Background: an optimization exercise with open tools, aiming at small area, a short achievable clock period and few clock cycles. Do not read the settings as production practice. In this exercise RTL edits were held to simulation tests only and were not proved equivalent to the original. Power is estimated from default activity; no workload was simulated.

--- flow/config.mk ---
export PLATFORM = sky130hd
export DESIGN_NAME = riscv_core
export DESIGN_NICKNAME = riscv_core
export VERILOG_FILES = /design/flow/design.v
export SDC_FILE = /design/flow/constraint.sdc
export NUM_CORES = 8
export LEC_CHECK = 0
export CAP_MARGIN = 20
export CORE_MARGIN = 2
export CORE_UTILIZATION = 40
export SETUP_SLACK_MARGIN = 0.3
export SLEW_MARGIN = 20
--- flow/constraint.sdc ---
create_clock -name core_clock -period 10.0 [get_ports {clk_i}]
set_input_delay 2.0000 -clock core_clock [delete_from_list [all_inputs] [get_ports {clk_i}]]
set_output_delay 2.0000 -clock core_clock [all_outputs]
set_load 0.01 [all_outputs]
--- flow/design.v ---
`timescale 1ns / 1ps
module reg_file (
    input  logic        clk_i,
    input  logic        reset_i,
    input  logic [4:0]  ra1_i,
    input  logic [4:0]  ra2_i,
    output logic [31:0] rd1_o,
    output logic [31:0] rd2_o,
    input  logic        we_i,
    input  logic [4:0]  wa_i,
    input  logic [31:0] wd_i
);
    logic [31:1][31:0] regs;
    logic [31:0]       wd_g;
    assign wd_g = reset_i ? 32'd0 : wd_i;
    genvar i;
    generate
        for (i = 1; i < 32; i = i + 1) begin : g_reg
            logic en;
            assign en = reset_i | (we_i & (wa_i == i));
            always_ff @(posedge clk_i) begin
                if (en) regs[i] <= wd_g;
            end
        end
    endgenerate
    always_comb begin
        rd1_o = 32'd0;
        rd2_o = 32'd0;
        for (int k = 1; k < 32; k = k + 1) begin
            rd1_o = rd1_o | (regs[k] & {32{ra1_i == k[4:0]}});
            rd2_o = rd2_o | (regs[k] & {32{ra2_i == k[4:0]}});
        end
    end
endmodule
`timescale 1ns / 1ps
module riscv_core (
    input  logic        clk_i,
    input  logic        reset_i,
    output logic [31:0] pc_fi_o,
    input  logic [31:0] instr_fi_i,
    output logic [31:0] alu_result_mem_o,
    output logic [31:0] write_data_mem_o,
    output logic [2:0]  width_src_mem_o,
    output logic        mem_write_mem_o,
    input  logic [31:0] read_data_mem_i
);
    logic [31:2] pc_q;
    logic        ex_valid_q;
    logic [31:0] ex_a_q;
    logic [31:0] ex_b_q;
    logic [11:0] ex_imm_q;
    logic [31:2] ex_alt_q;       
    logic [4:0]  ex_rd_q;
    logic        ex_we_q;        
    logic        ex_fa_q;        
    logic        ex_fb_q;        
    logic        ex_use_imm_q;
    logic [2:0]  ex_alu_f3_q;
    logic        ex_sub_q;
    logic        ex_sra_q;
    logic        ex_sel_alt_q;
    logic        ex_csr_q;
    logic        ex_csr_300_q;
    logic        ex_csr_7c0_q;
    logic        ex_br_q;
    logic        ex_pred_q;
    logic        ex_jalr_q;
    logic        ex_load_q;
    logic        ex_store_q;
    logic [2:0]  ex_f3_q;
    logic [31:0] mem_res_q;
    logic [31:0] mem_sd_q;
    logic [2:0]  mem_f3_q;
    logic        mem_store_q;
    logic        mem_load_q;
    logic        mem_we_q;
    logic [4:0]  mem_rd_q;
    logic [31:0] csr_300_q;
    logic [31:0] csr_7c0_q;
    logic [31:0] ld_data;
    logic [31:0] wb_data;
    assign alu_result_mem_o = mem_res_q;
    assign write_data_mem_o = mem_sd_q;
    assign width_src_mem_o  = {mem_f3_q[2], mem_f3_q[0], ~mem_f3_q[1] & ~mem_f3_q[0]};
    assign mem_write_mem_o  = mem_store_q;
    always_comb begin
        ld_data = read_data_mem_i;
        if (~mem_f3_q[2]) begin
            if (mem_f3_q[1:0] == 2'b00)      ld_data[31:8]  = {24{read_data_mem_i[7]}};
            else if (mem_f3_q[1:0] == 2'b01) ld_data[31:16] = {16{read_data_mem_i[15]}};
        end
    end
    assign wb_data = mem_load_q ? ld_data : mem_res_q;
    logic [31:0] ins;
    assign ins = instr_fi_i;
    assign pc_fi_o = {pc_q, 2'b00};
    logic b6, b5, b4, b3, b2;
    assign {b6, b5, b4, b3, b2} = ins[6:2];
    logic d_sys, d_jal, d_jalr, d_br, d_lui, d_auipc, d_load, d_store, d_opimm, d_op;
    assign d_sys   =  b6 &  b4;
    assign d_jal   =  b6 &  b3;
    assign d_jalr  =  b6 & ~b3 &  b2;
    assign d_br    =  b6 & ~b4 & ~b2;
    assign d_lui   = ~b6 &  b2 &  b5;
    assign d_auipc = ~b6 &  b2 & ~b5;
    assign d_load  = ~b6 & ~b4 & ~b5;
    assign d_store = ~b6 & ~b4 &  b5;
    assign d_opimm = ~b6 &  b4 & ~b2 & ~b5;
    assign d_op    = ~b6 &  b4 & ~b2 &  b5;
    logic [4:0] rs1, rs2, rd;
    logic [2:0] f3;
    assign rs1 = ins[19:15];
    assign rs2 = ins[24:20];
    assign rd  = ins[11:7];
    assign f3  = ins[14:12];
    logic uses_rs1, uses_rs2, writes_rd;
    assign uses_rs1  = d_jalr | d_br | d_load | d_store | d_opimm | d_op | (d_sys & ~f3[2]);
    assign uses_rs2  = d_br | d_store | d_op;
    assign writes_rd = ~(d_br | d_store) & (rd != 5'd0);
    logic [31:2] timm;
    logic [31:2] target;
    logic [31:2] pc_plus4;
    logic        pred;
    always_comb begin
        if (~b6)        timm = ins[31:12] << 10;                                         
        else if (b3)    timm = {{11{ins[31]}}, ins[31], ins[19:12], ins[20], ins[30:22]};  
        else            timm = {{19{ins[31]}}, ins[31], ins[7], ins[30:25], ins[11:9]};    
    end
    assign target   = pc_q + timm;
    assign pc_plus4 = pc_q + 30'd1;
    assign pred     = d_jal | (d_br & ins[31]);
    logic [31:0] rf_rd1, rf_rd2;
    reg_file u_reg_file (
        .clk_i   (clk_i),
        .reset_i (reset_i),
        .ra1_i   (rs1),
        .ra2_i   (rs2),
        .rd1_o   (rf_rd1),
        .rd2_o   (rf_rd2),
        .we_i    (mem_we_q),
        .wa_i    (mem_rd_q),
        .wd_i    (wb_data)
    );
    logic [31:0] op_a, op_b;
    assign op_a = (mem_we_q && mem_rd_q == rs1) ? wb_data : rf_rd1;
    assign op_b = (mem_we_q && mem_rd_q == rs2) ? wb_data : rf_rd2;
    logic stall;
    assign stall = ex_valid_q & ex_load_q & ex_we_q &
                   ((uses_rs1 & (ex_rd_q == rs1)) | (uses_rs2 & (ex_rd_q == rs2)));
    logic [31:0] a, b, opb;
    assign a   = ex_fa_q ? mem_res_q : ex_a_q;
    assign b   = ex_fb_q ? mem_res_q : ex_b_q;
    assign opb = ex_use_imm_q ? {{20{ex_imm_q[11]}}, ex_imm_q} : b;
    logic [32:0] sum;
    assign sum = {1'b0, a} + {1'b0, opb ^ {32{ex_sub_q}}} + {32'd0, ex_sub_q};
    logic lt, ltu, eq;
    assign ltu = ~sum[32];
    assign lt  = (a[31] ^ opb[31]) ? a[31] : sum[31];
    assign eq  = (a == opb);
    logic [31:0] sh_in, sh_r, sh_out;
    logic        sh_left;
    assign sh_left = ~ex_alu_f3_q[2];
    always_comb begin
        for (int k = 0; k < 32; k = k + 1) sh_in[k] = sh_left ? a[31-k] : a[k];
    end
    logic [32:0] sh_x;
    assign sh_x = $signed({ex_sra_q & a[31], sh_in}) >>> opb[4:0];
    assign sh_r = sh_x[31:0];
    always_comb begin
        for (int k = 0; k < 32; k = k + 1) sh_out[k] = sh_left ? sh_r[31-k] : sh_r[k];
    end
    logic [31:0] alu_out;
    always_comb begin
        case (ex_alu_f3_q)
            3'b000:  alu_out = sum[31:0];
            3'b001:  alu_out = sh_out;
            3'b010:  alu_out = {31'd0, lt};
            3'b011:  alu_out = {31'd0, ltu};
            3'b100:  alu_out = a ^ opb;
            3'b101:  alu_out = sh_out;
            3'b110:  alu_out = a | opb;
            default: alu_out = a & opb;
        endcase
    end
    logic [31:0] csr_old, csr_src, csr_new;
    assign csr_old = ({32{ex_csr_300_q}} & csr_300_q) | ({32{ex_csr_7c0_q}} & csr_7c0_q);
    assign csr_src = ex_f3_q[2] ? {27'd0, ex_imm_q[4:0]} : a;
    always_comb begin
        case (ex_f3_q[1:0])
            2'b01:   csr_new = csr_src;
            2'b10:   csr_new = csr_old | csr_src;
            default: csr_new = csr_old & ~csr_src;
        endcase
    end
    always_ff @(posedge clk_i) begin
        if (reset_i) begin
            csr_300_q <= 32'd0;
            csr_7c0_q <= 32'd0;
        end else if (ex_valid_q & ex_csr_q) begin
            if (ex_csr_300_q) csr_300_q <= csr_new;
            if (ex_csr_7c0_q) csr_7c0_q <= csr_new;
        end
    end
    logic [31:0] ex_res;
    always_comb begin
        if (ex_sel_alt_q)  ex_res = {ex_alt_q, 2'b00};
        else if (ex_csr_q) ex_res = csr_old;
        else               ex_res = alu_out;
    end
    logic cond, taken, redirect;
    logic [31:2] redirect_pc;
    assign cond        = ex_f3_q[2] ? (ex_f3_q[1] ? ltu : lt) : eq;
    assign taken       = cond ^ ex_f3_q[0];
    assign redirect    = ex_valid_q & (ex_jalr_q | (ex_br_q & (taken ^ ex_pred_q)));
    assign redirect_pc = ex_jalr_q ? sum[31:2] : ex_alt_q;
    always_ff @(posedge clk_i) begin
        if (reset_i)       pc_q <= 30'd0;
        else if (redirect) pc_q <= redirect_pc;
        else if (stall)    pc_q <= pc_q;
        else if (pred)     pc_q <= target;
        else               pc_q <= pc_plus4;
    end
    logic fd_go;
    assign fd_go = ~redirect & ~stall;
    always_ff @(posedge clk_i) begin
        if (reset_i) ex_valid_q <= 1'b0;
        else         ex_valid_q <= fd_go;
    end
    always_ff @(posedge clk_i) begin
        ex_a_q       <= op_a;
        ex_b_q       <= op_b;
        ex_imm_q     <= d_sys   ? {7'd0, rs1} :
                        d_store ? {ins[31:25], ins[11:7]} : ins[31:20];
        ex_alt_q     <= d_lui ? ins[31:12] << 10 :
                        (d_auipc | (d_br & ~ins[31])) ? target : pc_plus4;
        ex_rd_q      <= rd;
        ex_we_q      <= writes_rd;
        ex_fa_q      <= ex_valid_q & ex_we_q & (ex_rd_q == rs1);
        ex_fb_q      <= ex_valid_q & ex_we_q & (ex_rd_q == rs2);
        ex_use_imm_q <= ~(d_op | d_br);
        ex_alu_f3_q  <= (d_op | d_opimm) ? f3 : 3'b000;
        ex_sub_q     <= d_br | ((d_op | d_opimm) & (f3 == 3'b010 || f3 == 3'b011)) |
                        (d_op & ins[30] & (f3 == 3'b000));
        ex_sra_q     <= ins[30];
        ex_sel_alt_q <= d_jal | d_jalr | d_lui | d_auipc;
        ex_csr_q     <= d_sys;
        ex_csr_300_q <= d_sys & (ins[31:20] == 12'h300);
        ex_csr_7c0_q <= d_sys & (ins[31:20] == 12'h7C0);
        ex_br_q      <= d_br;
        ex_pred_q    <= pred;
        ex_jalr_q    <= d_jalr;
        ex_load_q    <= d_load;
        ex_store_q   <= d_store;
        ex_f3_q      <= f3;
    end
    always_ff @(posedge clk_i) begin
        if (reset_i) begin
            mem_store_q <= 1'b0;
            mem_we_q    <= 1'b0;
        end else begin
            mem_store_q <= ex_valid_q & ex_store_q;
            mem_we_q    <= ex_valid_q & ex_we_q;
        end
    end
    always_ff @(posedge clk_i) begin
        mem_res_q  <= ex_res;
        mem_sd_q   <= b;
        mem_f3_q   <= ex_f3_q;
        mem_load_q <= ex_load_q;
        mem_rd_q   <= ex_rd_q;
    end
endmodule
--- flow/run.sh ---
#!/bin/bash
# synth_recipe.tcl (not shown) runs the flow's synth.tcl, then flattens the netlist and writes it again
# the make line also repeats each setting of config.mk as NAME=value (left out here)
make -C /OpenROAD-flow-scripts/flow DESIGN_CONFIG=/design/flow/config.mk WORK_HOME=/design/flow/orfs CLKGATE_MAP_FILE= SYNTH_SCRIPT=/design/flow/synth_recipe.tcl finish
==> results.txt <==
## sequential cells by signal, indices dropped and copies added (netlist names), 3 cells and up
signal	flops
u_reg_file.regs	992
csr_300_q	32
csr_7c0_q	32
ex_a_q	32
ex_b_q	32
mem_res_q	32
mem_sd_q	32
ex_alt_q	30
pc_q	30
ex_imm_q	12
ex_rd_q	5
mem_rd_q	5
ex_alu_f3_q	3
ex_f3_q	3
mem_f3_q	3
## routing by layer
layer | global-route usage (%) | up-vias | wire [µm]
met1 | 46.3 | 27183 | 108000
met5 | 0.446 | - | 214
li1 | - | 21845 | -
met3 | 15.0 | 1721 | 49600
met4 | 29.7 | 16 | 32100
met2 | 56.7 | 5822 | 134000
## logic make-up (layout without fill, tap and decap cells)
family	count (synthesis)	count (layout)	share of synthesized area, %
buffers and inverters	528	763	3.23
multiplexers	236	236	4.54
other	1	10	0.00596
flip-flops	1294	1294	56.9
AO/OA/AOI/OAI	1831	1831	21.5
adder cells (fa/ha/maj)	129	129	2.59
XOR/XNOR	130	130	1.81
AND/OR/NAND/NOR	1273	1273	9.36
## Yosys cell counts, drive strengths merged (6+ instances only)
cell type  count  area, µm²
nor3          96        480
nand2        356       1340
nor4          19        119
mux2          72        822
o22ai         30        188
clkbuf       330       1240
a22o         263       2300
o31ai         10       75.1
a222oi        64        641
a221oi       276       2420
nor2b         39        244
a211o         10       87.6
buf           68        304
o21a          15        113
nand3        110        551
nor2         392       1470
xnor2         85        744
dfxtp        302       6050
a211oi        40        318
inv          127        479
a21oi        312       1570
nand2b        19        119
edfxtp       992      29800
and3          24        150
xor2          45        394
a221o          6       60.1
mux4          30        676
mux2i        134       1360
or2           14       87.6
and4           6       52.6
and2          21        131
o31a          10       87.6
a31o           6       52.6
a31oi         19        125
a22oi        429       3220
o211ai        34        265
ha           127       1590
a21o          40        300
nand4        145        907
o21bai        25        188
or3           11       68.8
o21ai        169        865
o221ai        25        225
a2111oi        6       52.6
## report_power, final
group / total [mW] / internal, mW / switching [mW]
clock network: 5.44 / 3.08 / 2.36
registers: 7.29 / 6.68 / 0.615
logic: 3.81 / 1.18 / 2.63
total: 16.5 / 10.9 / 5.60
## worst max path at each step
| stage | from | to | slack (ns) | cells past startpoint |
|---|---|---|---|---|
| after floorplan | instr_fi_i[3] | ex_alt_q[25] | 4.56 | 17 |
| after global placement | instr_fi_i[6] | pc_q[31] | 3.47 | 16 |
| after detailed placement | instr_fi_i[6] | pc_q[31] | 3.41 | 16 |
| after CTS | ex_fb_q | pc_q[2] | 4.06 | 17 |
| after global routing | ex_fa_q | pc_q[9] | 3.66 | 14 |
| final | ex_fa_q | pc_q[2] | 3.86 | 14 |
## worst register-to-register path: stages (launching register included)
cell	delay, ns
sky130_fd_sc_hd__dfxtp_2	0.32
sky130_fd_sc_hd__buf_4	0.48
sky130_fd_sc_hd__mux2i_1	1.06
sky130_fd_sc_hd__inv_1	0.38
sky130_fd_sc_hd__ha_1	0.45
sky130_fd_sc_hd__and3_1	0.22
sky130_fd_sc_hd__and2_1	0.15
sky130_fd_sc_hd__a221oi_1	0.36
sky130_fd_sc_hd__o211ai_2	0.21
sky130_fd_sc_hd__a31oi_2	0.41
sky130_fd_sc_hd__o32a_1	0.44
sky130_fd_sc_hd__a211oi_2	0.16
sky130_fd_sc_hd__a21o_1	0.44
sky130_fd_sc_hd__o21ai_2	0.72
sky130_fd_sc_hd__o221ai_1	0.23
## final cells by class
class	instances	area, µm²	share of cell area, %
timing repair buffer	377	3230	4.43
antenna	8	20.0	0.0275
inverter	130	490	0.673
clock inverter	81	875	1.20
clock buffer	175	3880	5.33
sequential	1294	35800	49.2
multi-input combinational	3601	25900	35.6
tap	2058	2570	3.53
## metrics by stage
| stage | hold WS, ns | power (mW) | worst slack, ns | cell area (µm²) |
|---|---|---|---|---|
| detailed placement | 0.340 | 10.9 | 3.41 | 68000 |
| global placement | 0.343 | 10.9 | 3.47 | 68000 |
| finish | 0.352 | 16.5 | 3.86 | 72900 |
| CTS | 0.348 | 16.3 | 4.06 | 72700 |
| floorplan | 0.332 | 8.95 | 4.56 | 62900 |
| global route | 0.355 | 16.9 | 3.66 | 72800 |
## layout by cell type (no fill, tap or decap), types with 38 or more instances in the layout
master and instances:
sky130_fd_sc_hd__xnor2_1 84, sky130_fd_sc_hd__edfxtp_1 992, sky130_fd_sc_hd__a22oi_1 429, sky130_fd_sc_hd__nor3_1 80
sky130_fd_sc_hd__a222oi_1 64, sky130_fd_sc_hd__nand3_1 108, sky130_fd_sc_hd__mux2i_1 127, sky130_fd_sc_hd__mux2_2 69
sky130_fd_sc_hd__ha_1 126, sky130_fd_sc_hd__clkbuf_16 148, sky130_fd_sc_hd__nand4_1 145, sky130_fd_sc_hd__nand2_1 356
sky130_fd_sc_hd__a22o_1 263, sky130_fd_sc_hd__a221oi_1 276, sky130_fd_sc_hd__clkdlybuf4s50_1 160, sky130_fd_sc_hd__dfxtp_1 296
sky130_fd_sc_hd__o21ai_0 150, sky130_fd_sc_hd__inv_1 124, sky130_fd_sc_hd__nor2_1 326, sky130_fd_sc_hd__buf_4 216
sky130_fd_sc_hd__a21oi_1 310, sky130_fd_sc_hd__nor2_4 64, sky130_fd_sc_hd__xor2_1 45, sky130_fd_sc_hd__a211oi_1 38
==> results.rst <==
.. list-table::
   :header-rows: 1

   * - Metric
     - Value
   * - Fill cell total of the finished layout
     - 14.0k
   * - Post-CTS Hold Fix Bufs
     - 0
   * - Antenna violation net count after detailed routing
     - 0
   * - Number of buffer cells added on primary ports
     - roughly 160
   * - DIE WIDTH
     - ~400 µm
   * - Die Area
     - approximately 160000 µm²
   * - Worst rel slew slack
     - about 13%
   * - Share of synthesized registers carrying an async set or reset
     - 0%
   * - Final-stage net count
     - 5742
   * - Detailed Route Iter0 Violations
     - 12.3k
   * - Maximum number of pins on one net before global-route repair
     - 86
   * - CTS H-tree lvls
     - 4
   * - Ys flop type
     - sky130_fd_sc_hd__edfxtp_1
   * - Max_cap viols
     - 0
   * - Outcome
     - complete, no violations
   * - DR vias
     - ~57k
   * - Kind of launch point of the worst setup path
     - flip-flop
   * - Synth Area per Inst
     - roughly 12 µm²
   * - CORE AREA
     - 156000 µm²
   * - Number of enable-type register cells in the synthesized netlist
     - between 900 and 1k
   * - Starting utilization of the core area
     - 40.3%
   * - HPWL reported at the end of detailed placement
     - slightly below 200 mm
   * - Worst flop-to-flop path endpoint
     - pc_q[2]
   * - Root Driver
     - sky130_fd_sc_hd__clkbuf_16
   * - CTS tree
     - built
   * - Post_cts resized
     - 0
   * - Total track usage
     - about two fifths
   * - Synth Instances
     - roughly 5.4k
   * - Largest incremental delay on the critical path
     - 1.02 ns
   * - Clock latency on the worst-skew pair
     - 0.82 ns
   * - Wire length per cell after detailed routing
     - 42.0 µm
   * - Number of cell instances on the worst register-to-register path
     - 14
   * - Terminating pin of the worst hold path
     - mem_load_q
   * - I/O pin count
     - ~170
   * - Clk slew on worst S/H paths
     - 0.06 ns
   * - Layout cell share with drive strength beyond 1
     - roughly an eighth
   * - Top delay family on crit path
     - compound AO/OA/AOI/OAI gates
   * - Largest clock skew in the final design
     - 0.0559 ns
   * - Post-synthesis to final-layout area growth
     - 15.8%
   * - Pins over their slew limit
     - 0
   * - Fmax
     - roughly 0.16 GHz
   * - Final setup violating endpoints
     - 0
   * - Number of buffers and inverters on the critical path
     - 2
   * - Power Density
     - between 200 and 250 nW/µm²
   * - Worst VDD drop
     - approximately 0.19 mV
   * - Crit-path cells
     - buf_4, mux2i_1, inv_1, ha_1, and3_1, and2_1, a221oi_1, o211ai_2, a31oi_2, o32a_1, a211oi_2, a21o_1, o21ai_2, o221ai_1
   * - Area of the mapped netlist
     - between 60000 and 70000 µm²
   * - Data arrival time of the critical path
     - ~6.8 ns
   * - Routed Wire Length
     - about 320 mm
   * - Detailed-router iteration count before antenna repair
     - 13
   * - Number of placed instances with taps included
     - 7459
   * - Worst Min Path Start
     - ex_load_q
   * - Initial antenna violation count
     - 8
   * - RePlAce Congestion
     - 1.05
   * - Overall die height
     - ~400 µm
   * - Hold violation total from the final report
     - 0
   * - Residual DRC
     - 0
   * - Wire length of the first global-routing pass
     - around 440 mm
   * - FF+latch count, synth
     - about 1.3k
   * - Critical path capture point type
     - flip-flop
   * - Utilization after layout
     - ~47%
   * - Number of different library cells in the post-synthesis netlist
     - 95
   * - Unrepaired setup endpoints after global routing
     - no
   * - Data required, critical path
     - ~11 ns
   * - Sink Count
     - ~1.3k
   * - Number of buffers inserted during clock tree synthesis
     - approximately 140
   * - Via count of the first global-routing pass
     - between 50k and 60k
   * - Count of synthesis-stage warnings from yosys
     - 2
   * - Worst min path class
     - reg -> reg
   * - Min Tclk post-route
     - 6.14 ns
   * - Total leakage power
     - between 20 and 30 nW
   * - Placement row count
     - ~150
   * - Total Negative Setup Slacks
     - 0 ns
   * - FF-to-FF setup slack
     - ~3.9 ns
   * - Number of buffers inserted by post-CTS setup repair
     - 0
   * - Mean number of vias per cell
     - around 7.3
   * - Worst Setup Path Type
     - reg -> reg
   * - Cell depth of the worst hold path
     - 0
   * - Sequential-to-total area share from yosys stat
     - 56.9%
   * - Clock buffer depth
     - 3
   * - CP Max Fanout
     - 32
   * - Worst-path cell with the longest stage delay
     - sky130_fd_sc_hd__mux2i_1
   * - Final worst-path cycle share
     - between 60% and 70%
   * - Post-route insts no fill
     - ~7.7k
   * - Startpoint of the lowest-slack register-to-register path
     - ex_fa_q
   * - Least-Margin Pin Slew
     - about 1.3 ns
   * - GRT overflow
     - 0
Testbench counts, summed over its fixed seeds: cycles 65,971.

-- what the ideal ports hide --
In the flow no input, the clock included, has a driving cell. The finished layout below was timed again as built, in two steps.
Step 1: set_driving_cell puts a clkbuf_16 on clk_i and a buf_2 on each other input, an assumption about the parent block.
Step 2 times the ports against the registers' clock, not the clock port: input delays grow and output delays shrink by t, the midpoint of the rising clock arrivals with the driver on.
Slacks: no drivers / after step 1 / after step 2; pairs: no drivers / after step 1.
t, ns: 0.879
setup WS [ns]: 3.861 / 3.861 / 3.188
worst hold slack (ns): 0.352 / 0.352 / 0.352
worst register clock-pin slew, ns: 0.09 / 0.09
worst slew at a driven data input, ns: 0.08
After both steps setup and hold are still met in this run. For this run, drivers alone change the setup slack by 0.000 ns; drivers and shift together by -0.673 ns.
